From an optimization exercise on the open Yosys and OpenROAD flow, aimed at small area; shortcuts taken in it are not production practice.
In this exercise RTL edits were held to simulation tests only and were not proved equivalent to the original.
The clock input has no modelled driver; a real chip could not lean on it and would need a root buffer or a full tree.
Power figures rest on the tool's default switching activity, not on a simulated workload.

File: flow/config.mk
export PLATFORM = sky130hd
export DESIGN_NAME = cronometro
export DESIGN_NICKNAME = cronometro
export VERILOG_FILES = /design/flow/design.v
export SDC_FILE = /design/flow/constraint.sdc
export NUM_CORES = 4
export LEC_CHECK = 0
export CAP_MARGIN = 20
export CORE_MARGIN = 2
export CORE_UTILIZATION = 40
export SLEW_MARGIN = 20
File: flow/constraint.sdc
create_clock -name core_clock -period 5.0 [get_ports {clock}]
set_input_delay 1.0000 -clock core_clock [delete_from_list [all_inputs] [get_ports {clock}]]
set_output_delay 1.0000 -clock core_clock [all_outputs]
set_load 0.01 [all_outputs]
File: flow/design.v
module display(
    input [3:0] digito,
    output [6:0] segmentos
);
    assign segmentos[0] = (~digito[1] & ~digito[2]);
    assign segmentos[1] = (digito[0] & ~digito[1] & digito[2]);
    assign segmentos[2] = (digito[0] & digito[1] & digito[2] & digito[3]);
    assign segmentos[3] = (~digito[0] & ~digito[1]) | (~digito[1] & ~digito[2]);
    assign segmentos[4] = (~digito[1] & ~digito[2]) | ~digito[3];
    assign segmentos[5] = (~digito[0] & ~digito[3]) | (digito[0] & digito[1] & digito[2] & digito[3]);
    assign segmentos[6] = (~digito[0] & ~digito[1]) | (~digito[0] & digito[3]);
endmodule
module cronometro (
    input clock, rst, resetI, contarI, pausarI, pararI,
    output [6:0] display_mss, display_uss, display_dss, display_css
);
    parameter delay_ms = 99;
    localparam RESET = 2'd0, CONTAR = 2'd1, PAUSAR = 2'd3, PARAR = 2'd2;
    reg       apertou;
    reg       rA, cA, pA, sA;   
    reg [1:0] prox;         
    reg [1:0] estado;       
    reg       pausado;      
    wire single = (~resetI & contarI & pausarI & pararI) | (resetI & ~contarI & pausarI & pararI) |
                  (resetI & contarI & ~pausarI & pararI) | (resetI & contarI & pausarI & ~pararI);
    wire set = single & apertou;
    wire fr = rA & resetI, fc = cA & contarI, fp = pA & pausarI, fs = sA & pararI;
    wire [3:0] ms, us, ds, cs;
    wire ms9, us9, ds9, cs9;
    wire roll = ms9 & us9 & ds9 & cs9;
    always @(posedge clock) begin
        if (rst) begin
            apertou <= 1'b1;
            rA <= 1'b0; cA <= 1'b0; pA <= 1'b0; sA <= 1'b0;
            prox <= RESET;
        end else begin
            apertou <= apertou ? ~single : ~roll;
            rA <= ~resetI & (rA | set);
            cA <= ~contarI & (cA | set);
            pA <= ~pausarI & (pA | set);
            sA <= ~pararI & (sA | set);
            if (fr) prox <= RESET;
            else if (fc) prox <= CONTAR;
            else if (fp) prox <= (prox == PARAR) ? PARAR : PAUSAR;
            else if (fs) prox <= (prox == RESET) ? RESET : PARAR;
            else if (roll & ~set) prox <= RESET;
        end
        estado <= prox;
        pausado <= (estado == PAUSAR);
    end
    wire zera = (estado == RESET);
    wire anda = (estado == CONTAR) | (estado == PAUSAR);
    reg [6:0] count;
    wire fim = ((count & delay_ms) == delay_ms);    
    always @(posedge clock) begin
        if (zera) count <= 7'd0;
        else if (anda) count <= fim ? 7'd0 : count + 7'd1;
    end
    reg w_us, w_ds, w_cs;
    wire inc_ms = anda & fim;
    wire inc_us = anda & w_us;
    wire inc_ds = anda & w_ds;
    wire inc_cs = anda & w_cs;
    digito d_ms (.clock(clock), .zera(zera), .inc(inc_ms), .q(ms), .is9(ms9));
    digito d_us (.clock(clock), .zera(zera), .inc(inc_us), .q(us), .is9(us9));
    digito d_ds (.clock(clock), .zera(zera), .inc(inc_ds), .q(ds), .is9(ds9));
    digito d_cs (.clock(clock), .zera(zera), .inc(inc_cs), .q(cs), .is9(cs9));
    always @(posedge clock) begin
        w_us <= ms9 & (zera | inc_ms);
        w_ds <= us9 & (zera | inc_us);
        w_cs <= ds9 & (zera | inc_ds);
    end
    reg [3:0] e_ms, e_us, e_ds, e_cs;
    always @(posedge clock) begin
        if (!pausado) begin
            e_ms <= ms;
            e_us <= us;
            e_ds <= ds;
            e_cs <= cs;
        end
    end
    display display0 (.digito(e_ms), .segmentos(display_mss));
    display display1 (.digito(e_us), .segmentos(display_uss));
    display display2 (.digito(e_ds), .segmentos(display_dss));
    display display3 (.digito(e_cs), .segmentos(display_css));
endmodule
module digito (
    input clock, zera, inc,
    output reg [3:0] q,
    output is9
);
    wire [3:0] nxt;    
    assign nxt[0] = ~q[2] | (~q[0] & ~q[3]) | (~q[1] & ~q[3]);
    assign nxt[1] = (~q[0] & ~q[1]) | (q[0] & q[1]);
    assign nxt[2] = q[0] | ~q[2];
    assign nxt[3] = ~q[3];
    assign is9 = (q[0] & q[1] & ~q[3]);
    always @(posedge clock) begin
        if (zera) q <= 4'd14;
        else if (inc) q <= nxt;
    end
endmodule
File: flow/flow/run.sh
#!/bin/bash
# The standard layout, with the port buffers made of the smallest buffer
# cell and a clock tree without dummy loads.
set -euo pipefail
export BUFFER_PORTS_ARGS="-buffer_cell sky130_fd_sc_hd__buf_1"
export CTS_ARGS="-sink_clustering_enable -repair_clock_nets -dont_use_dummy_load -sink_clustering_size 30 -buf_list sky130_fd_sc_hd__clkbuf_8"
bash standard.sh > standard.log 2>&1
File: flow/standard.sh
#!/bin/bash
# synth_recipe.tcl (not shown) runs the flow's synth.tcl, then flattens the netlist and writes it again
# the make line also repeats each setting of config.mk as NAME=value (left out here)
make -C /OpenROAD-flow-scripts/flow DESIGN_CONFIG=/design/flow/config.mk WORK_HOME=/design/flow/orfs CLKGATE_MAP_FILE= SYNTH_SCRIPT=/design/flow/synth_recipe.tcl "${@:-finish}"
==> flow_summary_export.csv, run 1 <==
group,metric,value,unit
global_route,grt_overflow,0,
cts,clock_latency,0.30,ns
timing,rsz0062_at_grt,"false",
timing,fmax,0.4750,GHz
timing,tightest_slew,0.6137,ns
cts,cts_root_buf,"clkbuf_8",
cts,ctsLongestPathBuffers,2,
finish,area_growth,13.12,%
floorplan,core_area,0.005042,mm²
floorplan,rows,26,
cts,cts_setup_buffers,0,
placement,dp_slack,3.015,ns
pwr,power,0.6692,mW
finish,final_cells,312,
cts,hold_buffers,0,
route,vias,1527,
worst_setup_path,path_buf_inv,1,
placement,port-buffer-count,33,
global_route,grt_pass1_wl,5.099,mm
route,antenna_left,0,
worst_setup_path,worstSetupPathType,"flip-flop to output pin",
floorplan,die_width,75.76,µm
worst_setup_path,cpPeakStageDelay,0.46,ns
floorplan,fp.dieArea,0.005739,mm²
yosys,synth_seq_cells,52,
worst_setup_path,path_cells,"o21ai_0 -> buf_1",
route,drt_iter0_drc,33,
timing,final.period_utilization,0.4210,
placement,place_inst,307,
yosys,syn_area_per_cell,9.997,µm²
finish,fin_util,0.4620,
finish,final_cell_area,0.002330,mm²
run,drv_cap,0,
cts,cts_num_sinks,52,
route,firstDrtPassIters,4,
finish,final_layout_size_suffix_gt1_frac,0.03306,
worst_setup_path,endpoint_kind,"output pin",
global_route,grt_max_degree,17,
global_route,antenna_found_initial,0,
worst_setup_path,cp_top_family,"flip-flops",
min_path,hold_path.class,"flip-flop to flip-flop",
finish,antennaDiodeCount,0,
route,finalWirelength,3.353,mm
worst_setup_path,slowest_stage,"edfxtp_1",
status,status,"no timing/DRC/antenna violations",
yosys,seq_area_frac_synth,0.5832,
yosys,synth_cells,206,
yosys,syn-num-nets,217,
timing,hold_viol_final,0,
yosys,synth_top_flop_cell,"dfxtp_1",
timing,fin_skew,0.01316,ns
route,drc,0,
global_route,grt_pass1_vias,1183,
placement,hpwl,2.405,mm
timing,setup_violations,0,
pwr,power_density,287.3,mW/mm²
timing,setup_tns,0,ns
worst_setup_path,cp-start-kind,"flip-flop",
cts,ctsResizeCount,0,
yosys,async_flop_share,0,
pwr,ir_worst_vdd,0.2065,mV
yosys,synth_area,0.002059,mm²
cts,path_clk_slew,0.08,ns
floorplan,top_level_ports,34,
placement,place.gp.congestion,0.7765,
yosys,synth-edff-count,16,
timing,report.final.slew_viol_count,0,
worst_setup_path,crit_required,4.00,ns
timing,relSlewSlack,0.5904,
cts,h-tree-depth,2,
pwr,p_leak,0.8515,nW
worst_setup_path,path_max_fanout,6,
yosys,synthDistinctLibCells,32,
worst_setup_path,arrival,1.11,ns
cts,cts_tree,"built",
cts,numCtsBuffers,5,
timing,fin_crit,2.105,ns
finish,nNetsFinal,255,
global_route,grt_use_total,0.1182,
timing,fin_ws,2.895,ns
route,wl_per_cell,10.75,µm
yosys,yosys_warnings,2,
route,routed_via_density,4.894,
placement,dpl_cell_area,0.002261,mm²
timing,finalHoldWorstSlack,0.3679,ns
floorplan,start_util,0.4084,
floorplan,die_h,75.76,µm
-- placed cells by master, fill, tap and decap left out, types with 2 or more instances in the layout --
cell | synthesis | routed
dfxtp_1 | 36 | 36
nand2_1 | 34 | 34
buf_1 | 0 | 33
nor2_1 | 26 | 26
a21oi_1 | 24 | 24
edfxtp_1 | 16 | 16
o21ai_0 | 7 | 7
inv_1 | 5 | 5
ha_1 | 5 | 5
clkbuf_8 | 0 | 5
o22ai_1 | 4 | 4
o221a_1 | 4 | 4
xnor2_1 | 4 | 4
nor3_1 | 4 | 4
and2_1 | 3 | 3
and3b_1 | 3 | 3
o22a_1 | 3 | 3
xor2_1 | 3 | 3
nand4_1 | 2 | 2
or2_1 | 2 | 2
o211ai_1 | 2 | 2
a31oi_1 | 2 | 2
nor4bb_1 | 2 | 2
a21o_1 | 2 | 2
nand3_1 | 2 | 2
o21ai_1 | 2 | 2
-- kinds of logic after synthesis --
group	Yosys count	share of synthesized area
flops	52	0.5832
simple gates	80	0.1750
compound gates	54	0.1659
buf+inv	8	0.01580
fa+ha+maj	5	0.03038
xor+xnor	7	0.02977
-- area by class of cell --
class | instances | area (µm²)
fillers | 492 | 2713
flip-flops and latches | 52 | 1201
multi-input cells | 146 | 825.8
repair buffers | 33 | 123.9
well taps | 70 | 87.58
clock buffers | 5 | 68.82
inverters | 6 | 22.52
-- power by group --
group | switching [mW] | leakage [nW] | total (mW) | internal, mW
logic | 0.0153 | 0.380 | 0.0236 | 0.00837
registers | 0.00446 | 0.436 | 0.440 | 0.435
clock network | 0.115 | 0.0359 | 0.206 | 0.0904
total | 0.135 | 0.851 | 0.669 | 0.534
-- synthesized netlist by cell type, types with 4 or more instances --
cell type | count | area share
ha_1 | 5 | 0.030
nand2_1 | 34 | 0.062
o21ai_0 | 7 | 0.017
a21oi_1 | 24 | 0.058
inv_1 | 5 | 0.0091
nor2_1 | 26 | 0.047
dfxtp_1 | 36 | 0.35
xnor2_1 | 4 | 0.017
edfxtp_1 | 16 | 0.23
nor3_1 | 4 | 0.0097
o22ai_1 | 4 | 0.012
o221a_1 | 4 | 0.022
-- flip-flops by register name (all words and copies together), names as in the netlist, 2 cells and up --
signal,cells
estado,2
d_ds.q,4
count,7
e_us,4
d_ms.q,4
d_cs.q,4
prox,2
d_us.q,4
e_ms,4
e_ds,4
e_cs,4
-- layer usage --
metal	wire length [µm]	track usage
met5	0	0
met4	22	0.05263
met3	115	0.03968
met2	1527	0.1839
met1	1688	0.1490
-- final timing paths --
check,start,endpoint,slack (ns),cells after the start
min reg2reg,prox[0],estado[0],0.37,0
min,prox[0],estado[0],0.37,0
max,e_cs[1],display_css[4],2.89,2
max reg2reg,d_ds.q[0],apertou,3.35,5
-- worst reg2reg max path, stage by stage, from the launching register on --
cell and delay, ns:
dfxtp_1 0.41, ha_1 0.20, nor4bb_1 0.36, nand2_1 0.16
or2_1 0.24, a21o_1 0.17
==> run 2, diff against run 1 <==
==> flow/flow/run.sh (replaced) <==
#!/bin/bash
# The standard layout (standard.sh) with three changes:
#  - synthesis maps the logic with an area-oriented ABC script (flow/synth.tcl,
#    flow/area.abc); every other synthesis step is the standard flow's own;
#  - the port buffers are the smallest buffer cell (buf_1);
#  - the clock tree is built without dummy loads.
set -euo pipefail
here=$(pwd)
export AREA_ABC_SCRIPT=$here/flow/area.abc
export BUFFER_PORTS_ARGS="-buffer_cell sky130_fd_sc_hd__buf_1"
export CTS_ARGS="-sink_clustering_enable -repair_clock_nets -dont_use_dummy_load -sink_clustering_size 30 -buf_list sky130_fd_sc_hd__clkbuf_8"
sed "s#SYNTH_SCRIPT=[^ ]*#SYNTH_SCRIPT=$here/flow/synth.tcl#" standard.sh > own_standard.sh
grep -q "SYNTH_SCRIPT=$here/flow/synth.tcl" own_standard.sh
bash own_standard.sh > standard.log 2>&1
==> flow/flow/area.abc (new file) <==
&get -n
&st
&dch
&nf -R 1000
&st
&syn2
&dch -f
&nf -R 1000 -p
&st
&syn2
&dch -f
&nf -R 1000 -p
&put
==> flow/flow/synth.tcl (new file) <==
# The standard flow's synthesis script (synth_recipe.tcl), with the final ABC mapping run
# with an area-oriented script (flow/area.abc) in place of ORFS's speed script.
proc synth {args} { yosys synth -nofsm -noshare {*}$args }
proc abc {args} {
  set i [lsearch -exact $args -script]
  if {$i >= 0} { set args [lreplace $args [expr {$i+1}] [expr {$i+1}] $::env(AREA_ABC_SCRIPT)] }
  yosys abc {*}$args
}
source $::env(SCRIPTS_DIR)/synth.tcl
# left out here: clear keep_hierarchy, flatten, clean up, hide names made inside functions, write 1_2_yosys.v
==> run 2 against run 1 <==
Largest power group unchanged. Clock-buffer cell count is the same. Sequential power about the same. Register-to-register slack got worse by 0.31 ns. Sequential cell count did not move. Fmax decreased by 1.5%. Combinational power about the same. Clock skew down 0.00065 ns. Via count shrank 3.0%. First-iteration DRC count grew to 2.8 times the previous value. Clock power barely moved. Critical path depth unchanged. Sequential share of layout area is 1.3 points higher. Critical endpoint is now display_mss[4].
==> flow_summary_export.csv, run 2 <==
group,metric,value,unit
status,status,"no timing/DRC/antenna violations",
placement,port-buffer-count,33,
yosys,yosys.area.top_type_share,0.3609,
floorplan,start_util,0.4200,
timing,fmax,0.4680,GHz
route,finalWirelength,3.369,mm
timing,final.period_utilization,0.4274,
cts,ctsLongestPathBuffers,2,
finish,final_cell_mix,"dfxtp_1, buf_1, nor2_1",
worst_setup_path,crit_required,4.00,ns
timing,hold_viol_final,0,
route,drt_iter0_drc,91,
floorplan,core_area,0.004755,mm²
finish,regArea,0.001201,mm²
global_route,grt_use_total,0.1258,
timing,fin_ws,2.863,ns
yosys,synth_top_flop_cell,"dfxtp_1",
min_path,hold_path.class,"flip-flop to flip-flop",
finish,area_growth,13.85,%
route,routed_via_density,4.904,
cts,ctsResizeCount,0,
floorplan,top_level_ports,34,
floorplan,fp.dieArea,0.005573,mm²
cts,cts_root_buf,"clkbuf_8",
finish,final_cell_area,0.002273,mm²
route,wl_per_cell,11.16,µm
route,drc,0,
global_route,antenna_found_initial,0,
floorplan,die_h,74.66,µm
yosys,synthDistinctLibCells,33,
cts,h-tree-depth,2,
finish,antennaDiodeCount,0,
worst_setup_path,crit_start,"e_ms[1]",
worst_setup_path,reg2reg_to,"w_us",
min_path,min_path_cells,0,
min_path,hold_start,"prox[0]",
worst_setup_path,reg2reg_from,"estado[0]",
worst_setup_path,rr_worst_depth,3,
timing,tightest_slew,0.6367,ns
finish,final_layout_size_suffix_gt1_frac,0.02128,
timing,fin_skew,0.01251,ns
finish,final_cells,302,
timing,rsz0062_at_grt,"false",
worst_setup_path,reg2reg_setup_slack,3.04,ns
worst_setup_path,endpoint_kind,"output pin",
yosys,yosysMostFrequentCell,"dfxtp_1",
yosys,synth_commonest_cells,"dfxtp_1, nor2_1, nand2_1",
placement,dpl_cell_area,0.002205,mm²
worst_setup_path,path_max_fanout,6,
yosys,seq_area_frac_synth,0.6015,
finish,final_common_cell,"dfxtp_1",
route,firstDrtPassIters,4,
placement,hpwl,2.366,mm
timing,relSlewSlack,0.5750,
global_route,grt_pass1_wl,5.347,mm
yosys,syn-num-nets,208,
run,drv_cap,0,
yosys,async_flop_share,0,
finish,nNetsFinal,248,
worst_setup_path,worstSetupPathType,"flip-flop to output pin",
timing,fin_crit,2.137,ns
cts,cts_setup_buffers,0,
timing,setup_tns,0,ns
finish,multiInputGateArea,777.0,µm²
cts,hold_buffers,0,
yosys,synth_seq_cells,52,
floorplan,rows,25,
finish,top_register,"count",
global_route,grt_max_degree,20,
min_path,holdPathEnd,"estado[0]",
route,vias,1481,
yosys,yosys-top-cells-area,"dfxtp_1, edfxtp_1, nor2_1, a21oi_1, nand2_1",
yosys,syn_area_per_cell,10.14,µm²
yosys,synth-edff-count,16,
global_route,grt_overflow,0,
yosys,synth_area,0.001997,mm²
placement,place.gp.congestion,0.7436,
cts,cts_tree,"built",
yosys,synth_cells,197,
finish,nFillCells,468,
placement,dp_slack,2.594,ns
timing,report.final.slew_viol_count,0,
cts,clock_latency,0.29,ns
worst_setup_path,arrival,1.14,ns
route,antenna_left,0,
worst_setup_path,cp-start-kind,"flip-flop",
global_route,grt_pass1_vias,1283,
pwr,p_leak,0.7803,nW
yosys,yosys.area.top_type,"dfxtp_1",
pwr,power_density,295.4,mW/mm²
cts,path_clk_slew,0.09,ns
timing,finalHoldWorstSlack,0.3809,ns
cts,cts_num_sinks,52,
cts,numCtsBuffers,5,
pwr,ir_worst_vdd,0.1832,mV
finish,largest_reg_flops,7,
timing,setup_violations,0,
placement,place_inst,297,
yosys,yosys_warnings,2,
floorplan,die_width,74.66,µm
## run 2: cell types whose count changed after synthesis, moves of 3 or more
cell,delta
nand2_1,-9
nor2_1,+6
a21oi_1,-5
a31oi_1,+5
clkinv_1,+5
inv_1,-5
and2_1,-3
nand3_1,+3
o221a_1,-3
## run 2: critical path, cell delays in order (launching register included)
cell,delay (ns)
edfxtp_1,0.48
o21ai_0,0.20
buf_1,0.17
## run 2: worst max-delay path by stage
stage                     end  slack [ns]  cells after the start
5_1_grt               prox[0]        2.74                      7
4_1_cts        display_mss[4]        2.85                      2
3_5_place_dp          prox[0]        2.59                      7
2_1_floorplan         prox[1]        2.94                      6
6_report       display_mss[4]        2.86                      2
3_3_place_gp          prox[0]        2.65                      7
## run 2: metrics by stage
stage,power [mW],util
6_report,0.6716,0.4782
5_1_grt,0.7001,0.4782
4_1_cts,0.6820,0.4782
3_5_place_dp,0.4754,0.4637
3_3_place_gp,0.4753,0.4637
2_1_floorplan,0.4656,-
## run 2: kinds of logic after synthesis
family                     Yosys count  synth area share
buffers and inverters                5          0.009399
AOI/OAI and AO/OA                   48            0.1510
DFF                                 52            0.6015
adders and majority gates            5           0.03133
xor gates and xnor gates             6           0.02632
and+or+nand+nor                     81            0.1805
## run 2: area by class of cell
class / count / share of cell area
inverter: 5 / 0.008255
timing repair buffer: 33 / 0.05449
multi-input combinational: 140 / 0.3418
tap: 67 / 0.03687
clock buffer: 5 / 0.03027
sequential: 52 / 0.5283
## run 2: per-layer routing
layer,up-vias,track usage,part of all wire
met4,0,0.05952,0.016
met2,29,0.2045,0.44
li1,792,-,-
met3,5,0.03213,0.035
met5,-,0,0
met1,655,0.1574,0.50
## run 2: report_power, final
part,internal [mW],switching (mW)
registers,0.436,0.00569
clock network,0.0904,0.116
logic,0.00808,0.0156
==> run 3, diff against run 2 <==
--- a/flow/flow/run.sh
+++ b/flow/flow/run.sh
@@ -8,7 +8,7 @@
 here=$(pwd)
 export AREA_ABC_SCRIPT=$here/flow/area.abc
 export BUFFER_PORTS_ARGS="-buffer_cell sky130_fd_sc_hd__buf_1"
-export CTS_ARGS="-sink_clustering_enable -repair_clock_nets -dont_use_dummy_load -sink_clustering_size 30 -buf_list sky130_fd_sc_hd__clkbuf_8"
+export CTS_ARGS="-sink_clustering_enable -repair_clock_nets -dont_use_dummy_load -buf_list sky130_fd_sc_hd__clkbuf_4"
 sed "s#SYNTH_SCRIPT=[^ ]*#SYNTH_SCRIPT=$here/flow/synth.tcl#" standard.sh > own_standard.sh
 grep -q "SYNTH_SCRIPT=$here/flow/synth.tcl" own_standard.sh
 bash own_standard.sh > standard.log 2>&1
--- a/flow/config.mk
+++ b/flow/config.mk
@@ -7,5 +7,6 @@
 export LEC_CHECK = 0
 export CAP_MARGIN = 20
 export CORE_MARGIN = 2
-export CORE_UTILIZATION = 40
+export CORE_UTILIZATION = 65
+export PLACE_DENSITY = 0.85
 export SLEW_MARGIN = 20
==> run 3 against run 2 <==
Via count grew 8.0%. Register-to-register slack gained 0.06 ns. Die area shrank 37%. Worst hold slack gained 0.021 ns. Non-clock buffer count is the same. Total power shrank 8.0%. Still clean on timing, DRC and antenna. Utilization grew 26 points. Largest power group unchanged.
==> flow_summary_export.csv, run 3 <==
group,metric,value,unit
yosys,synth_seq_cells,52,
yosys,seq_area_frac_synth,0.6015,
yosys,syn_area_per_cell,10.14,µm²
finish,final_layout_size_suffix_gt1_frac,0.02128,
yosys,yosys_warnings,2,
timing,report.final.slew_viol_count,0,
timing,hold_viol_final,0,
global_route,antenna_found_initial,0,
worst_setup_path,worstSetupPathType,"flip-flop to output pin",
cts,path_clk_slew,0.12,ns
worst_setup_path,crit_required,4.00,ns
route,drt_iter0_drc,45,
timing,setup_tns,0,ns
floorplan,die_width,59.43,µm
finish,nNetsFinal,248,
route,drc,0,
yosys,yosys.area_share.adder,0.03133,
timing,fmax,0.4468,GHz
min_path,min_path_cells,0,
yosys,synthDistinctLibCells,33,
yosys,synth_simple_gate_area_frac,0.1805,
yosys,synth-edff-count,16,
global_route,grt_pass1_vias,1485,
route,antenna_left,0,
yosys,yosys-top-cells-area,"dfxtp_1, edfxtp_1, nor2_1, a21oi_1, nand2_1",
yosys,synth_area,0.001997,mm²
cts,numCtsBuffers,5,
global_route,grt_overflow,0,
worst_setup_path,path_max_fanout,6,
cts,clock_latency,0.35,ns
timing,tightest_slew,0.5937,ns
cts,cts_setup_buffers,0,
timing,fin_crit,2.238,ns
placement,port-buffer-count,33,
worst_setup_path,arrival,1.24,ns
yosys,syn-num-nets,208,
cts,hold_buffers,0,
worst_setup_path,cp-start-kind,"flip-flop",
pwr,p_leak,0.7673,nW
global_route,grt_pass1_wl,5.927,mm
yosys,synth_top_flop_cell,"dfxtp_1",
yosys,synth-xor-area-share,0.02632,
yosys,yosysMostFrequentCell,"dfxtp_1",
timing,fin_skew,0.008544,ns
yosys,yosys.area.top_type,"dfxtp_1",
finish,largest_reg_flops,7,
min_path,holdPathEnd,"estado[0]",
timing,rsz0062_at_grt,"false",
yosys,synth_mux_area_frac,0,
route,firstDrtPassIters,4,
worst_setup_path,reg2reg_from,"estado[0]",
yosys,synth_top_family_by_area,"simple AND/OR/NAND/NOR gates",
yosys,synth_commonest_cells,"dfxtp_1, nor2_1, nand2_1",
placement,hpwl,2.702,mm
min_path,hold_path.class,"flip-flop to flip-flop",
finish,top_register,"count",
floorplan,top_level_ports,34,
timing,relSlewSlack,0.6037,
timing,final.period_utilization,0.4476,
yosys,synth_cells,197,
run,drv_cap,0,
cts,ctsResizeCount,0,
floorplan,core_area,0.002978,mm²
cts,ctsLongestPathBuffers,2,
yosys,yosys.area.top_type_share,0.3609,
worst_setup_path,rr_worst_depth,3,
global_route,grt_use_total,0.2264,
finish,final_cell_mix,"dfxtp_1, buf_1, nor2_1",
worst_setup_path,reg2reg_setup_slack,3.10,ns
placement,place.gp.congestion,0.8540,
yosys,async_flop_share,0,
finish,area_growth,10.15,%
cts,cts_num_sinks,52,
route,finalWirelength,3.597,mm
placement,dp_slack,2.562,ns
floorplan,start_util,0.6706,
timing,fin_ws,2.762,ns
cts,h-tree-depth,2,
route,routed_via_density,5.966,
finish,antennaDiodeCount,0,
pwr,power_density,280.8,mW/mm²
worst_setup_path,reg2reg_to,"d_ms.q[2]",
cts,cts_tree,"built",
route,vias,1599,
floorplan,rows,20,
worst_setup_path,endpoint_kind,"output pin",
timing,setup_violations,0,
finish,final_common_cell,"dfxtp_1",
cts,cts_root_buf,"clkbuf_4",
status,status,"no timing/DRC/antenna violations",
route,wl_per_cell,13.42,µm
yosys,synth-compound-area-share,0.1510,
floorplan,die_h,59.43,µm
global_route,grt_max_degree,20,
min_path,hold_start,"prox[0]",
floorplan,fp.dieArea,0.003531,mm²
pwr,ir_worst_vdd,0.1667,mV
[run 3: worst max-delay path: stages, from the launching register on]
cell	delay, ns
edfxtp_1	0.46
nand2_1	0.11
nor2_1	0.13
buf_1	0.19
[run 3: metal layers]
layer / vias up / wire (µm) / track usage
met1: 760 / 1512 / 0.2421
li1: 798 / - / -
met5: - / 0 / 0
met2: 36 / 1884 / 0.4003
met4: 0 / 56 / 0.1331
met3: 5 / 143 / 0.05459
[run 3: worst max path at each step]
stage                  from              to  slack, ns  depth (start not counted)
finish              e_ds[1]  display_dss[2]       2.76                          3
detailed placement   resetI         prox[0]       2.56                          7
global placement     resetI         prox[0]       2.76                          7
global route        e_ds[1]  display_dss[2]       2.65                          3
floorplan            pararI         prox[1]       2.94                          6
CTS                 e_ds[1]  display_dss[5]       2.77                          3
[run 3: report_power, final]
group          switching, mW  total [mW]  internal, mW
registers            0.00588       0.442         0.436
logic                 0.0156      0.0236       0.00807
clock network          0.105       0.152        0.0472
[run 3: area by class of cell]
cell class | instances | area (µm²)
Clock buffer | 5 | 37.54
Fill cell | 216 | 778.2
Inverter | 5 | 18.77
Multi-Input combinational cell | 140 | 777.0
Sequential cell | 52 | 1201
Tap cell | 33 | 41.29
Timing Repair Buffer | 33 | 123.9
[run 3: cells by family after synthesis]
family / count (synthesis)
simple gates: 81
flops: 52
compound gates: 48
xor+xnor: 6
buf+inv: 5
fa+ha+maj: 5
[run 3: through the flow]
step | std cells | util | hold slack (ns) | cell area [µm²] | power, mW
after detailed placement | 263 | 0.7261 | 0.3826 | 2162 | 0.4753
after global routing | 268 | 0.7387 | 0.4036 | 2200 | 0.6427
after CTS | 268 | 0.7387 | 0.4013 | 2200 | 0.6248
after floorplan | 197 | - | 0.3591 | 1997 | 0.4656
after global placement | 263 | 0.7261 | 0.3743 | 2162 | 0.4732
final | 268 | 0.7387 | 0.4015 | 2200 | 0.6177
==> run 4, diff against run 3 <==
--- a/flow/flow/run.sh
+++ b/flow/flow/run.sh
@@ -8,7 +8,7 @@
 here=$(pwd)
 export AREA_ABC_SCRIPT=$here/flow/area.abc
 export BUFFER_PORTS_ARGS="-buffer_cell sky130_fd_sc_hd__buf_1"
-export CTS_ARGS="-sink_clustering_enable -repair_clock_nets -dont_use_dummy_load -buf_list sky130_fd_sc_hd__clkbuf_4"
+export CTS_ARGS="-sink_clustering_enable -repair_clock_nets -dont_use_dummy_load -buf_list sky130_fd_sc_hd__clkbuf_4 -root_buf sky130_fd_sc_hd__clkbuf_8"
 sed "s#SYNTH_SCRIPT=[^ ]*#SYNTH_SCRIPT=$here/flow/synth.tcl#" standard.sh > own_standard.sh
 grep -q "SYNTH_SCRIPT=$here/flow/synth.tcl" own_standard.sh
 bash own_standard.sh > standard.log 2>&1
==> run 4 against run 3 <==
Still clean. Sequential cell count unchanged. Critical path depth unchanged. Final area increased by 1.4%. Synthesized area unchanged. Worst hold slack got worse by 0.0051 ns. Via count decreased by 0.81%. Total power increased by 7.9%. Clock-buffer cell count unchanged. Die area unchanged. Clock power increased by 32%. Wire length increased by 1.1%. Largest power group unchanged.
==> flow_summary_export.csv, run 4 <==
group,metric,value,unit
status,status,"no timing/DRC/antenna violations",
pwr,p_int,0.5344,mW
yosys,yosys-top-cells-area,"dfxtp_1, edfxtp_1, nor2_1, a21oi_1, nand2_1",
pwr,ir_worst_vdd,0.2000,mV
min_path,hold_start,"prox[0]",
worst_setup_path,cpPeakStageDelay,0.44,ns
floorplan,top_level_ports,34,
yosys,synth_area,0.001997,mm²
cts,numCtsBuffers,5,
finish,final_common_cell,"dfxtp_1",
finish,largest_reg_flops,7,
cts,cts_num_sinks,52,
worst_setup_path,reg2reg_to,"d_ms.q[2]",
yosys,yosys.area.top_type_share,0.3609,
worst_setup_path,path_cells,"nand2_1 -> nor2_1 -> buf_1",
global_route,grt_use_total,0.2301,
cts,cts_setup_buffers,0,
route,finalWirelength,3.636,mm
route,wl_per_cell,13.57,µm
global_route,grt_pass1_vias,1495,
global_route,antenna_found_initial,0,
finish,nNetsFinal,248,
cts,ctsResizeCount,0,
cts,cts_root_buf,"clkbuf_8",
min_path,min_path_cells,0,
cts,hold_buffers,0,
route,drc,0,
timing,hold_viol_final,0,
global_route,grt_overflow,0,
worst_setup_path,rr_worst_depth,3,
global_route,grt_pass1_wl,6.037,mm
placement,dp_slack,2.562,ns
timing,final.period_utilization,0.4355,
placement,place.gp.congestion,0.8540,
yosys,async_flop_share,0,
route,drt_iter0_drc,52,
yosys,synth_seq_cells,52,
finish,final_cell_mix,"dfxtp_1, buf_1, nor2_1",
pwr,power,0.6666,mW
route,antenna_left,0,
pwr,pwr-share-clk,0.301,
cts,clock_latency,0.29,ns
route,firstDrtPassIters,4,
worst_setup_path,reg2reg_from,"estado[0]",
yosys,yosysMostFrequentCell,"dfxtp_1",
cts,h-tree-depth,2,
yosys,synthDistinctLibCells,33,
pwr,power_density,298.8,mW/mm²
finish,fin_util,0.7492,
yosys,syn-num-nets,208,
finish,antennaDiodeCount,0,
worst_setup_path,slowest_stage,"edfxtp_1",
yosys,syn_area_per_cell,10.14,µm²
route,routed_via_density,5.918,
pwr,p_leak,0.7803,nW
floorplan,start_util,0.6706,
floorplan,die_h,59.43,µm
finish,final_layout_size_suffix_gt1_frac,0.02128,
worst_setup_path,crit_required,4.00,ns
timing,fin_skew,0.003977,ns
worst_setup_path,endpoint_kind,"output pin",
worst_setup_path,cp-start-kind,"flip-flop",
yosys,synth-edff-count,16,
finish,nFillCells,202,
yosys,synth_top_flop_cell,"dfxtp_1",
pwr,switchingPower,0.1321,mW
floorplan,core_area,0.002978,mm²
timing,fin_crit,2.177,ns
yosys,yosys.area.top_type,"dfxtp_1",
min_path,hold_path.class,"flip-flop to flip-flop",
cts,cts_tree,"built",
pwr,switching_share,0.1982,
timing,setup_tns,0,ns
min_path,holdPathEnd,"estado[0]",
pwr,combPwrFrac,0.036,
yosys,yosys_warnings,2,
worst_setup_path,arrival,1.18,ns
cts,ctsLongestPathBuffers,2,
yosys,synth_commonest_cells,"dfxtp_1, nor2_1, nand2_1",
worst_setup_path,path_max_fanout,6,
placement,port-buffer-count,33,
floorplan,die_width,59.43,µm
timing,fmax,0.4593,GHz
pwr,p_seq_frac,0.663,
cts,path_clk_slew,0.08,ns
floorplan,rows,20,
placement,hpwl,2.702,mm
timing,rsz0062_at_grt,"false",
finish,final_cell_area,0.002231,mm²
finish,top_register,"count",
yosys,seq_area_frac_synth,0.6015,
timing,report.final.slew_viol_count,0,
run,drv_cap,0,
timing,fin_ws,2.823,ns
yosys,synth_cells,197,
route,vias,1586,
worst_setup_path,reg2reg_setup_slack,3.09,ns
timing,setup_violations,0,
global_route,grt_max_degree,20,
finish,area_growth,11.72,%
timing,relSlewSlack,0.5944,
worst_setup_path,worstSetupPathType,"flip-flop to output pin",
placement,dpl_cell_area,0.002162,mm²
floorplan,fp.dieArea,0.003531,mm²
timing,tightest_slew,0.6076,ns
[run 4: power by group through the flow]
stage / registers (mW) / logic, mW / clock network, mW
2_1_floorplan: 0.450 / 0.0157 / 0
3_3_place_gp: 0.451 / 0.0220 / 0
3_5_place_dp: 0.452 / 0.0237 / 0
4_1_cts: 0.442 / 0.0239 / 0.207
5_1_grt: 0.443 / 0.0273 / 0.221
6_report: 0.442 / 0.0238 / 0.201
[run 4: metrics by stage]
stage          hold WS, ns  std cells
4_1_cts             0.3952        268
2_1_floorplan       0.3591        197
3_3_place_gp        0.3743        263
6_report            0.3964        268
3_5_place_dp        0.3826        263
5_1_grt             0.3974        268
[run 4: worst max-delay path by stage]
stage                       start  cells after the start  slack (ns)             end
after floorplan            pararI                      6        2.94         prox[1]
after global placement     resetI                      7        2.76         prox[0]
after detailed placement   resetI                      7        2.56         prox[0]
after CTS                 e_ds[1]                      3        2.84  display_dss[2]
after global routing       resetI                      7        2.68         prox[0]
final                     e_ds[1]                      3        2.82  display_dss[2]
[run 4: kinds of logic (layout without fill, tap and decap cells)]
logic type,Yosys count,after routing,synth area share
adders and majority gates,5,5,0.03133
xor gates and xnor gates,6,6,0.02632
AOI/OAI and AO/OA,48,48,0.1510
buffers and inverters,5,43,0.009399
DFF,52,52,0.6015
and+or+nand+nor,81,81,0.1805
[run 4: area by class of cell]
type / count / area [µm²] / area share
timing repair buffer: 33 / 123.9 / 0.05552
tap: 33 / 41.29 / 0.01851
clock buffer: 5 / 68.82 / 0.03085
multi-input combinational: 140 / 777.0 / 0.3483
sequential: 52 / 1201 / 0.5384
inverter: 5 / 18.77 / 0.008413
[run 4: critical path, delay by kind of cell (launching register included)]
| kind | cells | cell delay [ns] |
|---|---|---|
| DFF | 1 | 0.44 |
| and+or+nand+nor | 2 | 0.25 |
| buffers and inverters | 1 | 0.20 |
[run 4: routing by layer]
metal / GRT usage / vias up / part of all wire
met3: 0.05459 / 5 / 0.045
met4: 0.1234 / 0 / 0.013
met2: 0.4082 / 44 / 0.52
met5: 0 / - / 0
li1: - / 795 / -
met1: 0.2507 / 742 / 0.42
==> run 5, diff against run 4 <==
==> flow/flow/run.sh (replaced) <==
#!/bin/bash
set -euo pipefail
here=$(pwd)
export AREA_ABC_SCRIPT=$here/flow/area.abc
export BUFFER_PORTS_ARGS="-buffer_cell sky130_fd_sc_hd__buf_1"
export POST_CTS_TCL=$here/flow/post_cts.tcl
export CTS_ARGS="-sink_clustering_enable -repair_clock_nets -dont_use_dummy_load -buf_list sky130_fd_sc_hd__clkbuf_4"
sed "s#SYNTH_SCRIPT=[^ ]*#SYNTH_SCRIPT=$here/flow/synth.tcl#" standard.sh > own_standard.sh
grep -q "SYNTH_SCRIPT=$here/flow/synth.tcl" own_standard.sh
bash own_standard.sh > standard.log 2>&1
==> flow/flow/post_cts.tcl (new file) <==
set roots [get_cells -quiet clkbuf_0_clock]
if {[llength $roots] == 1} {
  set drv [get_pins -of_objects [get_nets clock] -filter "direction == input"]
  if {[llength $drv] <= 1} {
    set loads [get_pins -of_objects [get_nets -of_objects [get_pins clkbuf_0_clock/X]] -filter "direction == input"]
    if {[llength $loads] <= 4} {
      puts "post_cts: removing root clock buffer, the clock port now drives [llength $loads] buffers"
      remove_buffers $roots
    }
  }
}
==> run 5 against run 4 <==
Via count decreased by 0.32%. Still clean. Sequential share of layout area increased by 0.95 points. Final cell count shrank 0.37%. Sequential power barely moved. Final area shrank 1.7%. Critical path depth rose by 4. Clock-buffer cell count down 1. Largest power group unchanged. Total power down 11%. Synthesized area stayed put. Sequential cell count unchanged. Wire length is 2.3% lower. Global-route usage decreased by 0.92 points.
==> flow_summary_export.csv, run 5 <==
group,metric,value,unit
yosys,yosysMostFrequentCell,"dfxtp_1",
global_route,grt_pass1_vias,1469,
route,antenna_left,0,
yosys,synth_commonest_cells,"dfxtp_1, nor2_1, nand2_1",
global_route,grt_pass1_wl,5.885,mm
cts,path_clk_slew,0.11,ns
global_route,grt_max_degree,20,
route,vias,1581,
placement,port-buffer-count,33,
finish,final_cell_area,0.002192,mm²
worst_setup_path,crit_required,5.08,ns
worst_setup_path,endpoint_kind,"flip-flop",
finish,final_common_cell,"dfxtp_1",
finish,nFillCells,216,
worst_setup_path,worstSetupPathType,"primary input to flip-flop",
timing,relSlewSlack,0.6023,
run,drv_cap,0,
route,drc,0,
worst_setup_path,cp_top_family,"compound AO/OA/AOI/OAI gates",
yosys,yosys.area.top_type_share,0.3609,
timing,hold_viol_final,0,
pwr,power_density,271.2,mW/mm²
placement,place.gp.congestion,0.8540,
floorplan,core_area,0.002978,mm²
timing,tightest_slew,0.5958,ns
worst_setup_path,path_buf_inv,1,
cts,cts_num_sinks,52,
floorplan,top_level_ports,34,
timing,setup_tns,0,ns
worst_setup_path,arrival,2.34,ns
timing,final.period_utilization,0.4524,
route,drt_iter0_drc,54,
yosys,seq_area_frac_synth,0.6015,
pwr,power,0.5945,mW
timing,rsz0062_at_grt,"false",
pwr,p_leak,0.7627,nW
yosys,yosys.area.top_type,"dfxtp_1",
yosys,synth_seq_cells,52,
finish,final_cell_mix,"dfxtp_1, buf_1, nor2_1",
floorplan,die_h,59.43,µm
status,status,"no timing/DRC/antenna violations",
global_route,grt_use_total,0.2209,
worst_setup_path,slowest_stage,"a21oi_1",
yosys,synth_cells,197,
route,routed_via_density,5.921,
floorplan,die_width,59.43,µm
yosys,yosys_warnings,2,
yosys,synth_top_flop_cell,"dfxtp_1",
yosys,async_flop_share,0,
placement,hpwl,2.702,mm
placement,dpl_cell_area,0.002162,mm²
global_route,grt_overflow,0,
yosys,syn-num-nets,208,
worst_setup_path,path_cells,"buf_1 -> a22o_1 -> nand2_1 -> a21oi_1 -> or3_1 -> nand3_1 -> a221oi_1",
yosys,synthDistinctLibCells,33,
yosys,yosys-top-cells-area,"dfxtp_1, edfxtp_1, nor2_1, a21oi_1, nand2_1",
floorplan,fp.dieArea,0.003531,mm²
finish,largest_reg_flops,7,
floorplan,rows,20,
worst_setup_path,path_max_fanout,6,
yosys,synth-edff-count,16,
pwr,ir_worst_vdd,0.1659,mV
timing,fin_skew,0.007184,ns
yosys,synth_area,0.001997,mm²
route,firstDrtPassIters,4,
route,finalWirelength,3.552,mm
finish,area_growth,9.774,%
timing,setup_violations,0,
timing,report.final.slew_viol_count,0,
finish,final_layout_size_suffix_gt1_frac,0.01709,
yosys,syn_area_per_cell,10.14,µm²
cts,clock_latency,0.17,ns
timing,fin_crit,2.262,ns
worst_setup_path,cpPeakStageDelay,0.35,ns
floorplan,start_util,0.6706,
finish,nNetsFinal,247,
min_path,hold_path.class,"flip-flop to flip-flop",
route,wl_per_cell,13.30,µm
finish,top_register,"count",
global_route,antenna_found_initial,0,
worst_setup_path,cp-start-kind,"primary input",
timing,fmax,0.4421,GHz
finish,fin_util,0.7361,
finish,antennaDiodeCount,0,
## run 5: cell counts after synthesis
Identical to the previous run, type by type.
## run 5: kinds of logic after synthesis
kind of cell,share of synthesized area
AO/OA/AOI/OAI,0.1510
XOR/XNOR,0.02632
AND/OR/NAND/NOR,0.1805
flip-flops,0.6015
buffers and inverters,0.009399
adder cells (fa/ha/maj),0.03133
## run 5: area by class of cell
type,count,area [µm²],area share
Inverter,5,18.77,0.008562
Multi-Input combinational cell,140,777.0,0.3545
Tap cell,33,41.29,0.01884
Timing Repair Buffer,33,123.9,0.05651
Clock buffer,4,30.03,0.01370
Sequential cell,52,1201,0.5479
## run 5: final timing paths
path | from | endpoint | slack, ns | depth (start not counted)
setup reg to reg | estado[0] | d_ms.q[2] | 3.10 | 3
hold reg to reg | prox[0] | estado[0] | 0.40 | 0
hold / removal | prox[0] | estado[0] | 0.40 | 0
setup / recovery | resetI | prox[0] | 2.74 | 7
## run 5: worst reg2reg max path: cells and delay by family (launching register included)
kind             cells  cell delay (ns)
AO/OA/AOI/OAI        1             0.28
AND/OR/NAND/NOR      2             0.81
flip-flops           1             0.72
## run 5: through the flow
stage / cells / hold WS (ns) / setup slack, ns
3_5_place_dp: 263 / 0.3826 / 2.562
2_1_floorplan: 197 / 0.3591 / 2.942
3_3_place_gp: 263 / 0.3743 / 2.759
5_1_grt: 267 / 0.4036 / 2.571
6_report: 267 / 0.4012 / 2.738
## run 5: where the power goes
part	switching, mW	internal [mW]	total, mW
Clock	0.0900	0.0385	0.129
Combinational	0.0156	0.00807	0.0237
Sequential	0.00588	0.436	0.442
Total	0.111	0.483	0.594
## run 5: routing by layer
metal  vias up  share of wire  global-route usage
met1       744           0.42              0.2421
met3         3          0.041             0.04803
met2        36           0.52              0.4003
met5         -              0                   0
met4         0         0.0096              0.1039
li1        798              -                   -
==> run 6, diff against run 5 <==
==> flow/flow/run.sh (replaced) <==
#!/bin/bash
# The standard layout (standard.sh) with these changes:
#  - synthesis maps the logic with an area-oriented ABC script (flow/synth.tcl,
#    flow/area.abc) and leaves adders to ABC (no half/full-adder cells,
#    ADDER_MAP_FILE empty); every other synthesis step is the standard flow's own;
#  - the port buffers are the smallest buffer cell (buf_1);
set -euo pipefail
here=$(pwd)
export AREA_ABC_SCRIPT=$here/flow/area.abc
export BUFFER_PORTS_ARGS="-buffer_cell sky130_fd_sc_hd__buf_1"
export POST_CTS_TCL=$here/flow/post_cts.tcl
export CTS_ARGS="-sink_clustering_enable -repair_clock_nets -dont_use_dummy_load -buf_list sky130_fd_sc_hd__clkbuf_4"
sed "s#SYNTH_SCRIPT=[^ ]*#SYNTH_SCRIPT=$here/flow/synth.tcl ADDER_MAP_FILE=#" standard.sh > own_standard.sh
grep -q "SYNTH_SCRIPT=$here/flow/synth.tcl" own_standard.sh
bash own_standard.sh > standard.log 2>&1
==> flow/flow/post_cts.tcl (replaced) <==
# After clock tree synthesis:
set roots [get_cells -quiet clkbuf_0_clock]
if {[llength $roots] == 1} {
  set loads [get_pins -of_objects [get_nets -of_objects [get_pins clkbuf_0_clock/X]] -filter "direction == input"]
  if {[llength $loads] <= 4} {
    puts "post_cts: removing root clock buffer, the clock port now drives [llength $loads] buffers"
    remove_buffers $roots
  }
}
set_propagated_clock [all_clocks]
estimate_parasitics -placement
foreach buf [get_cells -quiet clkbuf_*] {
  set worst 0
  foreach pin [get_pins -of_objects [get_nets -of_objects [get_pins [get_full_name $buf]/X]] -filter "direction == input"] {
    set s [get_property $pin slew_max]
    if {$s > $worst} { set worst $s }
  }
  puts "post_cts: [get_full_name $buf] [get_property $buf ref_name] worst load slew $worst"
  if {$worst > 0.110 && [get_property $buf ref_name] eq "sky130_fd_sc_hd__clkbuf_4"} {
    puts "post_cts: upsizing [get_full_name $buf] to clkbuf_8"
    replace_cell $buf sky130_fd_sc_hd__clkbuf_8
  }
}
estimate_parasitics -placement
foreach buf [get_cells -quiet clkbuf_*] {
  set worst 0
  foreach pin [get_pins -of_objects [get_nets -of_objects [get_pins [get_full_name $buf]/X]] -filter "direction == input"] {
    set s [get_property $pin slew_max]
    if {$s > $worst} { set worst $s }
  }
  puts "post_cts: after: [get_full_name $buf] [get_property $buf ref_name] worst load slew $worst"
}
# upsized cells are wider: legalize the placement again
detailed_placement
check_placement -verbose
--- a/flow/config.mk
+++ b/flow/config.mk
@@ -7,6 +7,6 @@
 export LEC_CHECK = 0
 export CAP_MARGIN = 20
 export CORE_MARGIN = 2
-export CORE_UTILIZATION = 65
+export CORE_UTILIZATION = 45
 export PLACE_DENSITY = 0.85
 export SLEW_MARGIN = 20
==> run 6 against run 5 <==
Clock-buffer cell count unchanged. First-iteration DRC count down 19%. Final area down 0.40%. Wire length down 4.3%. Clock skew up 0.024 ns. Sequential power about the same. Worst hold slack worse by 0.0019 ns. Synthesized cell count up 0.51%. Via count down 4.0%. Die area up 38%. Sequential share of layout area up 0.22 points.
==> flow_summary_export.csv, run 6 <==
group,metric,value,unit
yosys,yosys.area.top_type,"dfxtp_1",
pwr,combPwrFrac,0.039,
worst_setup_path,path_cells,"buf_1 -> xnor2_1 -> a21oi_1 -> or4_1 -> a22oi_1 -> a21oi_1",
global_route,grt_pass1_vias,1374,
worst_setup_path,path_max_fanout,6,
route,antenna_left,0,
timing,fmax,0.4313,GHz
pwr,p_seq_frac,0.701,
yosys,synthDistinctLibCells,30,
worst_setup_path,arrival,2.35,ns
status,status,"no timing/DRC/antenna violations",
timing,relSlewSlack,0.6003,
floorplan,fp.dieArea,0.004871,mm²
timing,fin_crit,2.318,ns
finish,final_layout_size_suffix_gt1_frac,0.01702,
global_route,antenna_found_initial,0,
finish,final_common_cell,"dfxtp_1",
pwr,ir_worst_vdd,0.1948,mV
cts,cts_num_sinks,52,
finish,largest_reg_flops,7,
run,drv_cap,0,
yosys,syn-num-nets,204,
yosys,synth_seq_cells,52,
worst_setup_path,cp-start-kind,"primary input",
route,routed_via_density,5.323,
min_path,hold_path.class,"flip-flop to flip-flop",
route,drc,0,
timing,tightest_slew,0.5995,ns
placement,place_inst,281,
finish,antennaDiodeCount,0,
floorplan,rows,23,
global_route,grt_use_total,0.1419,
timing,setup_violations,0,
yosys,synth_area,0.001948,mm²
floorplan,top_level_ports,34,
yosys,seq_area_frac_synth,0.6166,
worst_setup_path,cpPeakStageDelay,0.52,ns
pwr,switchingPower,0.1188,mW
worst_setup_path,slowest_stage,"or4_1",
yosys,synth_cells,198,
pwr,switching_share,0.1891,
finish,final_cell_mix,"dfxtp_1, buf_1, nand2_1, a21oi_1",
worst_setup_path,crit_required,5.03,ns
placement,port-buffer-count,33,
yosys,synth_top_flop_cell,"dfxtp_1",
timing,rsz0062_at_grt,"false",
pwr,pwr-share-clk,0.259,
yosys,synth-edff-count,16,
worst_setup_path,crit_top_cell,"a21oi_1",
route,wl_per_cell,11.92,µm
pwr,power_density,287.7,mW/mm²
placement,place.gp.congestion,0.7728,
floorplan,core_area,0.004086,mm²
global_route,grt_max_degree,17,
placement,hpwl,2.463,mm
route,finalWirelength,3.398,mm
yosys,yosysMostFrequentCell,"dfxtp_1",
cts,clock_latency,0.17,ns
timing,report.final.slew_viol_count,0,
pwr,p_int,0.5094,mW
finish,nNetsFinal,243,
timing,setup_tns,0,ns
global_route,grt_pass1_wl,5.727,mm
finish,top_register,"count",
floorplan,die_width,69.80,µm
timing,fin_skew,0.03088,ns
floorplan,start_util,0.4767,
timing,final.period_utilization,0.4637,
yosys,syn_area_per_cell,9.839,µm²
worst_setup_path,worstSetupPathType,"primary input to flip-flop",
finish,area_growth,12.07,%
floorplan,die_h,69.80,µm
timing,hold_viol_final,0,
yosys,yosys.area.top_type_share,0.3699,
yosys,async_flop_share,0,
route,drt_iter0_drc,44,
yosys,synth_commonest_cells,"dfxtp_1, a21oi_1, nand2_1",
yosys,yosys-top-cells-area,"dfxtp_1, edfxtp_1, a21oi_1, o21ai_0, nand2_1",
route,vias,1517,
worst_setup_path,endpoint_kind,"flip-flop",
global_route,grt_overflow,0,
yosys,yosys_warnings,2,
pwr,p_leak,0.7525,nW
finish,final_cells,285,
cts,path_clk_slew,0.07,ns
route,firstDrtPassIters,4,
[run 6: cell types whose count changed in the layout (fill, tap and decap cells not counted), moves of 4 or more]
| cell | previous run | this run |
|---|---|---|
| ha_1 | 5 | 0 |
| a31oi_1 | 7 | 1 |
| o22a_1 | 4 | 0 |
| nor3_1 | 6 | 10 |
| nor2_1 | 32 | 21 |
| a21oi_1 | 19 | 23 |
| o21ai_0 | 5 | 21 |
[run 6: worst paths after layout]
kind,slack (ns),start,endpoint,cells after the start
worst max-delay path,2.68,resetI,prox[1],6
worst max register to register,3.38,d_ds.q[0],prox[1],6
worst min-delay path,0.40,prox[1],estado[1],0
worst min register to register,0.40,prox[1],estado[1],0
[run 6: kinds of logic (layout without fill, tap and decap cells)]
group	after synthesis	in the layout	synth area share
simple gates	77	77	0.1818
compound gates	61	61	0.1786
xor+xnor	3	3	0.01349
flops	52	52	0.6166
buf+inv	5	42	0.009635
[run 6: per-stage QoR]
stage          power (mW)  hold slack [ns]  utilization  cell area, µm²  setup WS, ns
2_1_floorplan      0.4652           0.3591            -            1948         2.835
3_3_place_gp       0.4735           0.3812       0.5224            2135         2.635
3_5_place_dp       0.4750           0.3765       0.5224            2135         2.549
5_1_grt            0.6481           0.4091       0.5343            2183         2.540
6_report           0.6282           0.3993       0.5343            2183         2.682
[run 6: power groups by stage]
stage	logic [mW]	registers [mW]	clock network, mW
2_1_floorplan	0.0161	0.449	0
3_3_place_gp	0.0233	0.450	0
3_5_place_dp	0.0247	0.450	0
5_1_grt	0.0277	0.441	0.179
6_report	0.0248	0.441	0.163
[run 6: worst max-delay path, delay by kind of cell]
kind	cells	cell delay (ns)
buf+inv	1	0.22
compound gates	3	0.43
xor+xnor	1	0.16
simple gates	1	0.52
[run 6: cell type report]
type,instances,area (µm²)
clock buffers,4,48.80
fillers,371,1903
inverters,5,18.77
multi-input cells,141,728.2
flip-flops and latches,52,1201
well taps,50,62.56
repair buffers,33,123.9
[run 6: layer usage]
layer / wire, µm / track usage
met1: 1550 / 0.1651
met2: 1700 / 0.2614
met3: 113 / 0.03488
met4: 34 / 0.03205
met5: 0 / 0
==> run 7, diff against run 6 <==
--- a/flow/design.v
+++ b/flow/design.v
@@ -15,7 +15,7 @@
     output [6:0] display_mss, display_uss, display_dss, display_css
 );
     parameter delay_ms = 99;
-    localparam RESET = 2'd0, CONTAR = 2'd1, PAUSAR = 2'd3, PARAR = 2'd2;
+    localparam RESET = 2'd3, CONTAR = 2'd1, PAUSAR = 2'd0, PARAR = 2'd2;
     reg       apertou;
     reg       rA, cA, pA, sA;   
     reg [1:0] prox;         
==> run 7 against run 6 <==
Non-clock buffer count unchanged. Synthesized cell count is 0.51% higher. Global-route usage is essentially flat. Sequential cell count is the same. Critical endpoint is now prox[0]. Wire length is 5.1% lower. Clock power barely moved. Synthesized area is 0.39% lower. Via count is 1.6% lower. Combinational power fell by 3%. Largest cell class unchanged. Clock skew down 0.013 ns. Sequential power hardly changed.
==> flow_summary_export.csv, run 7 <==
group,metric,value,unit
status,status,"no timing/DRC/antenna violations",
finish,top_register,"count",
yosys,synth_commonest_cells,"dfxtp_1, a21oi_1, nand2_1",
timing,fin_skew,0.01757,ns
worst_setup_path,worstSetupPathType,"primary input to flip-flop",
pwr,power,0.6250,mW
route,drc,0,
floorplan,fp.dieArea,0.004854,mm²
global_route,grt_pass1_wl,5.630,mm
yosys,syn-num-nets,205,
yosys,synthDistinctLibCells,25,
timing,rsz0062_at_grt,"false",
finish,area_growth,12.12,%
floorplan,start_util,0.4749,
finish,antennaDiodeCount,0,
floorplan,top_level_ports,34,
global_route,grt_use_total,0.1416,
global_route,grt_max_degree,17,
worst_setup_path,crit_top_cell,"o21ai_0",
run,drv_cap,0,
yosys,synth_area,0.001941,mm²
timing,setup_violations,0,
timing,fmax,0.4627,GHz
global_route,grt_overflow,0,
worst_setup_path,path_max_fanout,6,
pwr,pwr-share-clk,0.257,
worst_setup_path,slowest_stage,"a21oi_1",
pwr,combPwrFrac,0.038,
route,firstDrtPassIters,4,
global_route,antenna_found_initial,0,
route,wl_per_cell,11.28,µm
pwr,ir_worst_vdd,0.1616,mV
route,routed_via_density,5.220,
yosys,synth_cells,199,
timing,hold_viol_final,0,
worst_setup_path,path_buf_inv,1,
placement,dp_slack,2.709,ns
finish,nNetsFinal,244,
timing,setup_tns,0,ns
worst_setup_path,crit_required,5.03,ns
yosys,syn_area_per_cell,9.752,µm²
worst_setup_path,path_cells,"buf_1 -> a22o_1 -> nand2_1 -> a21oi_1 -> o21ai_0 -> o21ai_0 -> nand3_1",
timing,final.period_utilization,0.4323,
yosys,yosys-top-cells-area,"dfxtp_1, edfxtp_1, a21oi_1, o21ai_0, nand2_1",
worst_setup_path,cp-start-kind,"primary input",
cts,path_clk_slew,0.08,ns
floorplan,core_area,0.004086,mm²
yosys,synth_seq_cells,52,
cts,clock_latency,0.16,ns
floorplan,die_h,69.67,µm
yosys,synth-edff-count,16,
yosys,synth_top_flop_cell,"dfxtp_1",
route,vias,1493,
finish,final_cells,286,
timing,report.final.slew_viol_count,0,
pwr,switching_share,0.1856,
floorplan,rows,23,
pwr,switchingPower,0.1160,mW
timing,relSlewSlack,0.6343,
route,antenna_left,0,
global_route,grt_pass1_vias,1402,
worst_setup_path,endpoint_kind,"flip-flop",
route,finalWirelength,3.225,mm
finish,largest_reg_flops,7,
placement,port-buffer-count,33,
finish,final_layout_size_suffix_gt1_frac,0.01695,
yosys,async_flop_share,0,
yosys,yosys.area.top_type,"dfxtp_1",
worst_setup_path,arrival,2.19,ns
timing,fin_crit,2.161,ns
placement,place.gp.congestion,0.7747,
route,drt_iter0_drc,94,
pwr,p_int,0.5090,mW
placement,hpwl,2.361,mm
min_path,hold_path.class,"flip-flop to flip-flop",
floorplan,die_width,69.67,µm
yosys,yosys.area.top_type_share,0.3714,
timing,fin_ws,2.839,ns
worst_setup_path,cp_top_family,"compound AO/OA/AOI/OAI gates",
finish,final_common_cell,"dfxtp_1",
placement,place_inst,282,
yosys,seq_area_frac_synth,0.6190,
worst_setup_path,cpPeakStageDelay,0.33,ns
finish,final_cell_mix,"dfxtp_1, buf_1, a21oi_1",
timing,tightest_slew,0.5451,ns
pwr,power_density,287.3,mW/mm²
pwr,p_seq_frac,0.704,
yosys,yosys_warnings,2,
pwr,p_leak,0.7769,nW
yosys,yosysMostFrequentCell,"dfxtp_1",
cts,cts_num_sinks,52,
[run 7: cell types whose count changed in the layout (fill, tap and decap cells not counted), moves of 2 or more]
| cell | change |
|---|---|
| a21oi_1 | +3 |
| a21o_1 | +2 |
| clkinv_1 | +2 |
| nor2_1 | -2 |
| nor2b_1 | -2 |
| o21ai_0 | +2 |
[run 7: per-stage QoR]
step,utilization,area [µm²],hold WS (ns)
after floorplan,-,1941,0.3614
after global placement,0.5205,2127,0.3732
after detailed placement,0.5205,2127,0.3762
after global routing,0.5325,2176,0.4118
final,0.5325,2176,0.3964
[run 7: kinds of logic (layout without fill, tap and decap cells)]
family                 after synthesis  in the layout  synth area share
buffers and inverters                7             44           0.01354
AO/OA/AOI/OAI                       65             65            0.1857
AND/OR/NAND/NOR                     73             73            0.1728
flip-flops                          52             52            0.6190
XOR/XNOR                             2              2          0.009028
[run 7: power groups by stage]
stage          Combinational (mW)  Sequential [mW]  Clock (mW)
5_1_grt                    0.0275            0.441       0.181
3_3_place_gp               0.0231            0.450           0
3_5_place_dp               0.0241            0.450           0
6_report                   0.0241            0.440       0.161
2_1_floorplan              0.0160            0.449           0
[run 7: final timing paths]
kind | start | end | slack (ns) | cells past startpoint
worst max-delay path | pausarI | prox[0] | 2.84 | 7
worst min-delay path | prox[1] | estado[1] | 0.40 | 0
worst max register to register | d_ds.q[3] | prox[1] | 3.05 | 5
worst min register to register | prox[1] | estado[1] | 0.40 | 0
[run 7: final cells by class]
cell class                 count  area, µm²
timing repair buffer          33      123.9
inverter                       7      26.28
sequential                    52       1201
tap                           50      62.56
clock buffer                   4      48.80
fill                         384       1911
multi-input combinational    140      713.2
[run 7: routing by layer]
layer / up-vias / GRT usage / share of wire
li1: 796 / - / -
met1: 664 / 0.1554 / 0.45
met2: 30 / 0.2628 / 0.50
met3: 3 / 0.03634 / 0.035
met4: 0 / 0.04915 / 0.012
met5: - / 0 / 0
[run 7: worst register-to-register path, cell delays in order (launching register included)]
cell	delay, ns
dfxtp_1	0.35
or4_1	0.50
or4_1	0.54
o21ai_0	0.24
o21ai_0	0.10
o21ai_0	0.14
==> run 8, diff against run 7 <==
--- a/flow/config.mk
+++ b/flow/config.mk
@@ -7,6 +7,6 @@
 export LEC_CHECK = 0
 export CAP_MARGIN = 20
 export CORE_MARGIN = 2
-export CORE_UTILIZATION = 45
-export PLACE_DENSITY = 0.85
+export CORE_UTILIZATION = 55
+export PLACE_DENSITY = 0.9
 export SLEW_MARGIN = 20
==> run 8 against run 7 <==
Critical path type unchanged. Register-to-register slack worse by 0.05 ns. Largest power group unchanged. Via count is 4.3% higher. Combinational power hardly changed. Clock skew is 0.012 ns higher. Clock power hardly changed. Synthesized area stayed put.
==> flow_summary_export.csv, run 8 <==
group,metric,value,unit
pwr,power_density,287.5,mW/mm²
floorplan,core_area,0.003363,mm²
global_route,grt_pass1_wl,5.802,mm
yosys,async_flop_share,0,
timing,fin_skew,0.02925,ns
floorplan,die_width,63.40,µm
yosys,yosys.area.top_type_share,0.3714,
worst_setup_path,path_cells,"buf_1 -> a22o_1 -> nand2_1 -> a21oi_1 -> o21ai_0 -> o21ai_0 -> nand3_1",
timing,finalHoldWorstSlack,0.3997,ns
placement,hpwl,2.443,mm
global_route,busiest_layer,"met2",
worst_setup_path,slowest_stage,"a21oi_1",
pwr,power,0.6242,mW
pwr,ir_worst_vdd,0.1951,mV
placement,dpl_cell_area,0.002122,mm²
route,antenna_left,0,
timing,fmax,0.4586,GHz
yosys,synth_top_flop_cell,"dfxtp_1",
finish,nNetsFinal,244,
yosys,seq_area_frac_synth,0.6190,
placement,place.gp.congestion,0.7510,
floorplan,die_h,63.40,µm
global_route,grt_pass1_vias,1390,
route,routed_via_density,5.521,
pwr,p_leak,0.7769,nW
yosys,synth-edff-count,16,
timing,final.period_utilization,0.4361,
finish,final_common_cell,"dfxtp_1",
yosys,yosys_warnings,2,
cts,cts_num_sinks,52,
global_route,use_met3,0.02857,
finish,final_cell_mix,"dfxtp_1, buf_1, a21oi_1",
cts,clock_latency,0.17,ns
route,drt_iter0_drc,57,
run,drv_cap,0,
route,drc,0,
global_route,met2_usage,0.3421,
route,finalWirelength,3.399,mm
floorplan,top_level_ports,34,
finish,area_growth,11.86,%
status,status,"no timing/DRC/antenna violations",
yosys,synth_commonest_cells,"dfxtp_1, a21oi_1, nand2_1",
finish,final_layout_size_suffix_gt1_frac,0.01695,
timing,rsz0062_at_grt,"false",
global_route,grt_use_total,0.1789,
timing,setup_violations,0,
yosys,synth_cells,199,
yosys,synthDistinctLibCells,25,
yosys,synth_area,0.001941,mm²
finish,top_register,"count",
placement,port-buffer-count,33,
route,firstDrtPassIters,4,
worst_setup_path,cp-start-kind,"primary input",
yosys,syn_area_per_cell,9.752,µm²
worst_setup_path,arrival,2.24,ns
worst_setup_path,reg2reg_setup_slack,3.00,ns
global_route,antenna_found_initial,0,
finish,antennaDiodeCount,0,
timing,tightest_slew,0.5379,ns
finish,final_cell_area,0.002171,mm²
yosys,synth_seq_cells,52,
finish,largest_reg_flops,7,
floorplan,rows,21,
yosys,yosys-top-cells-area,"dfxtp_1, edfxtp_1, a21oi_1, o21ai_0, nand2_1",
timing,hold_viol_final,0,
global_route,grt_max_degree,17,
route,vias,1557,
worst_setup_path,endpoint_kind,"flip-flop",
global_route,met1_usage,0.1986,
floorplan,fp.dieArea,0.004020,mm²
worst_setup_path,crit_top_cell,"o21ai_0",
yosys,yosysMostFrequentCell,"dfxtp_1",
finish,fin_util,0.6455,
timing,report.final.slew_viol_count,0,
min_path,hold_path.class,"flip-flop to flip-flop",
worst_setup_path,cpPeakStageDelay,0.33,ns
floorplan,start_util,0.5770,
worst_setup_path,worstSetupPathType,"primary input to flip-flop",
timing,setup_tns,0,ns
cts,path_clk_slew,0.11,ns
worst_setup_path,crit_required,5.06,ns
worst_setup_path,path_max_fanout,6,
yosys,syn-num-nets,205,
global_route,grt_overflow,0,
timing,fin_crit,2.180,ns
yosys,yosys.area.top_type,"dfxtp_1",
route,wl_per_cell,12.05,µm
timing,relSlewSlack,0.6392,
[run 8: cell counts in the layout (fill, tap and decap cells not counted)]
Identical to the previous run, type by type.
[run 8: layout make-up]
class                           instances  area [µm²]
Fill cell                             288        1192
Sequential cell                        52        1201
Tap cell                               46       57.56
Multi-Input combinational cell        140       713.2
Timing Repair Buffer                   33       123.9
Inverter                                7       26.28
Clock buffer                            4       48.80
[run 8: path summary, 6_finish.rpt]
| check | startpoint | endpoint | cells after the start |
|---|---|---|---|
| setup / recovery | pausarI | prox[0] | 7 |
| hold reg to reg | prox[1] | estado[1] | 0 |
| setup reg to reg | d_cs.q[3] | prox[1] | 5 |
| hold / removal | prox[1] | estado[1] | 0 |
[run 8: metrics by stage]
step / cells / setup slack [ns]
after floorplan: 199 / 3.083
after global placement: 278 / 2.796
after detailed placement: 278 / 2.663
after global routing: 282 / 2.707
final: 282 / 2.820
[run 8: power breakdown]
group	internal [mW]	switching (mW)	total, mW
registers	0.437	0.00367	0.440
logic	0.00773	0.0165	0.0242
clock network	0.0646	0.0951	0.160
total	0.509	0.115	0.624
[run 8: cells by family (layout without fill, tap and decap cells)]
kind of cell | Yosys count | after routing | synth area share
AO/OA/AOI/OAI | 65 | 65 | 0.1857
XOR/XNOR | 2 | 2 | 0.009028
buffers and inverters | 7 | 44 | 0.01354
flip-flops | 52 | 52 | 0.6190
AND/OR/NAND/NOR | 73 | 73 | 0.1728
[run 8: routing by layer]
metal / wire (µm) / share of wire / vias up
met4: 51 / 0.015 / 0
met1: 1431 / 0.42 / 722
li1: - / - / 795
met2: 1778 / 0.52 / 34
met3: 138 / 0.041 / 6
met5: 0 / 0 / -
[run 8: worst max-delay path: cells and delay by family]
kind | cells | cell delay (ns)
AO/OA/AOI/OAI | 4 | 0.90
buffers and inverters | 1 | 0.19
AND/OR/NAND/NOR | 2 | 0.14

[static timing again, ports no longer ideal]
The flow's constraints put no driver on any port. The routed layouts listed below were extracted and timed again, unchanged, in two steps. Step 1: set_driving_cell puts a clkbuf_16 on clock and a buf_2 on each other input, an assumption about the parent block. Step 2 times the ports against the registers' clock, not the clock port: input delays grow and output delays shrink by t, the midpoint of the rising clock arrivals with the driver on. Three values: ideal, step 1, step 2; two values: the first two.
run | t, ns | setup WS [ns] | slew at the worst register clock pin (ns)
run 1 | 0.316 | 2.895 / 2.867 / 3.012 | 0.09 / 0.09
run 2 | 0.315 | 2.863 / 2.836 / 2.592 | 0.09 / 0.09
run 3 | 0.366 | 2.762 / 2.739 / 2.552 | 0.12 / 0.12
run 4 | 0.312 | 2.823 / 2.799 / 2.534 | 0.08 / 0.08
run 5 | 0.212 | 2.738 / 2.758 / 2.546 | 0.12 / 0.12
run 6 | 0.202 | 2.682 / 2.711 / 2.509 | 0.11 / 0.11
run 7 | 0.197 | 2.839 / 2.869 / 2.672 | 0.09 / 0.09
run 8 | 0.201 | 2.820 / 2.848 / 2.647 | 0.11 / 0.11
After both steps setup and hold are still met in every run listed. For run 4, which loses most, drivers alone change the setup slack by -0.024 ns; drivers and shift together by -0.289 ns.
